What follows belongs to an exercise in optimizing a design on an open flow for small area, a short achievable clock period and few clock cycles; a production flow would make more cautious choices. In this exercise RTL edits were held to simulation tests only and were not proved equivalent to the original.

// mat_mult_1632_system
module mat_mult_1632_system(
    input clk,
    input reset,
    input start,
    output reg [9:0] addr_a,
    input signed [15:0] data_a,
    output reg [10:0] addr_b,
    input signed [15:0] data_b,
    output reg [8:0] addr_c,
    output signed [31:0] data_c,
    output reg we_c,
    output reg done
);
==> module mat_mult_1632_system, before the edit <==
module mat_mult_1632_system(
    input clk,
    input reset,
    input start,
    output reg [9:0] addr_a,
    input signed [15:0] data_a,
    output reg [10:0] addr_b,
    input signed [15:0] data_b,
    output reg [8:0] addr_c,
    output signed [31:0] data_c,
    output reg we_c,
    output reg done
);
    reg rd_act;                        
    wire fire = start | rd_act;        
    wire [5:0] k = addr_b[10:5];
    wire [4:0] j = addr_b[4:0];
    wire k_first = (k == 6'd0);
    wire k_last  = (k == 6'd48);
    wire j_last  = (j == 5'd31);
    wire all_last = k_last & j_last & (addr_a == 10'd783);
    always @(posedge clk or posedge reset) begin
        if (reset) begin
            rd_act <= 1'b0;
            addr_a <= 10'd0;
            addr_b <= 11'd0;
        end else if (fire) begin
            if (all_last) begin
                rd_act <= 1'b0;
                addr_a <= 10'd0;
                addr_b <= 11'd0;
            end else begin
                rd_act <= 1'b1;
                if (k_last) begin
                    addr_b <= {6'd0, j + 5'd1};
                    addr_a <= j_last ? addr_a + 10'd1 : addr_a - 10'd48;
                end else begin
                    addr_b <= addr_b + 11'd32;
                    addr_a <= addr_a + 10'd1;
                end
            end
        end
    end
    reg signed [15:0] ra, rb;
    reg signed [31:0] pr;
    reg [31:0] acc;
    reg f1, f2;                        
    reg l1, l2;                        
    reg e1, e2;                        
    always @(posedge clk) begin
        ra <= data_a;
        rb <= data_b;
        pr <= ra * rb;
        acc <= (f2 ? 32'd0 : acc) + pr;
        f1 <= k_first;
        f2 <= f1;
    end
    always @(posedge clk or posedge reset) begin
        if (reset) begin
            l1 <= 1'b0; l2 <= 1'b0;
            e1 <= 1'b0; e2 <= 1'b0;
            we_c <= 1'b0;
            done <= 1'b0;
            addr_c <= 9'd0;
        end else begin
            l1 <= fire & k_last;
            e1 <= fire & all_last;
            l2 <= l1;
            e2 <= e1;
            we_c <= l2;
            done <= e2;
            if (we_c) addr_c <= addr_c + 9'd1;
        end
    end
    assign data_c = acc;
endmodule
==> flow/config.mk <==
export PLATFORM = sky130hd
export DESIGN_NAME = mat_mult_1632_system
export DESIGN_NICKNAME = mat_mult_1632_system
export VERILOG_FILES = /design/flow/design.v
export SDC_FILE = /design/flow/constraint.sdc
export NUM_CORES = 4
export LEC_CHECK = 0
export CAP_MARGIN = 20
export CORE_MARGIN = 2
export CORE_UTILIZATION = 25
export PLACE_DENSITY = 0.45
export SLEW_MARGIN = 20
==> flow/constraint.sdc <==
create_clock -name core_clock -period 10.0 [get_ports {clk}]
set_input_delay 2.0000 -clock core_clock [delete_from_list [all_inputs] [get_ports {clk}]]
set_output_delay 2.0000 -clock core_clock [all_outputs]
set_load 0.01 [all_outputs]
run.sh (not shown) runs the stock make flow with config.mk's settings and CLKGATE_MAP_FILE= SYNTH_SCRIPT=/design/flow/synth_recipe.tcl, a recipe that flattens the netlist after the stock synthesis.
Testbench counts at the start, summed over its fixed seeds: cycles 200,720.
Rerun with:
--- a/flow/design.v
+++ b/flow/design.v
@@ -43,15 +43,59 @@
         end
     end
-    reg signed [15:0] ra, rb;
-    reg signed [31:0] pr;
+    reg [15:0] ra;
+    reg [7:0] bneg, bone, btwo;
+    wire [16:0] db = {data_b, 1'b0};
+    reg [7:0] eneg, eone, etwo;
+    integer i;
+    always @(*) begin
+        for (i = 0; i < 8; i = i + 1) begin
+            eneg[i] = db[2*i+2];
+            eone[i] = db[2*i+1] ^ db[2*i];
+            etwo[i] = (db[2*i+2] & ~db[2*i+1] & ~db[2*i]) | (~db[2*i+2] & db[2*i+1] & db[2*i]);
+        end
+    end
+    reg [31:0] row [0:8];
+    reg [16:0] mag, pp;
+    reg [31:0] negs;
+    always @(*) begin
+        negs = 32'd0;
+        for (i = 0; i < 8; i = i + 1) begin
+            mag = bone[i] ? {ra[15], ra} : (btwo[i] ? {ra, 1'b0} : 17'd0);
+            pp  = bneg[i] ? ~mag : mag;
+            row[i] = {15'd0, ~pp[16], pp[15:0]} << (2*i);
+            negs[2*i] = bneg[i];
+        end
+        row[8] = negs | 32'hAAAB0000;
+    end
+    function [63:0] csa(input [31:0] x, input [31:0] y, input [31:0] z);
+        reg [31:0] s, c;
+        begin
+            s = x ^ y ^ z;
+            c = ((x & y) | (x & z) | (y & z)) << 1;
+            csa = {c, s};
+        end
+    endfunction
+    wire [63:0] l1a = csa(row[0], row[1], row[2]);
+    wire [63:0] l1b = csa(row[3], row[4], row[5]);
+    wire [63:0] l1c = csa(row[6], row[7], row[8]);
+    wire [63:0] l2a = csa(l1a[31:0], l1a[63:32], l1b[31:0]);
+    wire [63:0] l2b = csa(l1b[63:32], l1c[31:0], l1c[63:32]);
+    wire [63:0] l3a = csa(l2a[31:0], l2a[63:32], l2b[31:0]);
+    wire [63:0] l4a = csa(l3a[31:0], l3a[63:32], l2b[63:32]);
+    reg [31:0] ps, pc;                 
     reg [31:0] acc;
     reg f1, f2;                        
     reg l1, l2;                        
     reg e1, e2;                        
+    wire [31:0] acc_in = f2 ? 32'd0 : acc;
+    wire [63:0] fin = csa(ps, pc, acc_in);
     always @(posedge clk) begin
         ra <= data_a;
-        rb <= data_b;
-        pr <= ra * rb;
-        acc <= (f2 ? 32'd0 : acc) + pr;
+        bneg <= eneg;
+        bone <= eone;
+        btwo <= etwo;
+        ps <= l4a[31:0];
+        pc <= l4a[63:32];
+        acc <= fin[31:0] + fin[63:32];
         f1 <= k_first;
         f2 <= f1;
Outcome: The new run passed the timing, design-rule and antenna checks; fmax is higher by 67%; count of clock-buffer cells in the layout is lower by 2; worst setup slack improves by 2.6 ns; worst hold slack improves by 0.0049 ns; cell count is lower by 9.9%.
Testbench counts after the change, summed over its fixed seeds: cycles 200,720.

what the ideal ports hide:
How much do the figures lean on ideal ports? The routed layouts below were timed once more, with nothing changed but the port constraints.
Step 1 (the two cells are an assumption about what drives the block):
set clk [get_ports {clk}]
set_driving_cell -lib_cell sky130_fd_sc_hd__clkbuf_16 $clk
set_driving_cell -lib_cell sky130_fd_sc_hd__buf_2 [delete_from_list [all_inputs] $clk]
Step 2 also shifts input and output timing later by t, the mid clock arrival at the registers, as if the neighbouring blocks saw the same clock.
Slacks: ideal ports / drivers / drivers and shift; pairs: ideal ports / drivers.
| run | t, ns | setup WS [ns] | worst data-port slew with drivers (ns) | cell pins on the clock port's net |
|---|---|---|---|---|
| the first run | 0.526 | 3.529 / 3.529 / 3.529 | 0.05 | 1 |
| the second run | 0.512 | 6.128 / 6.128 / 6.128 | 0.05 | 1 |
After both steps every run listed still meets setup and hold.
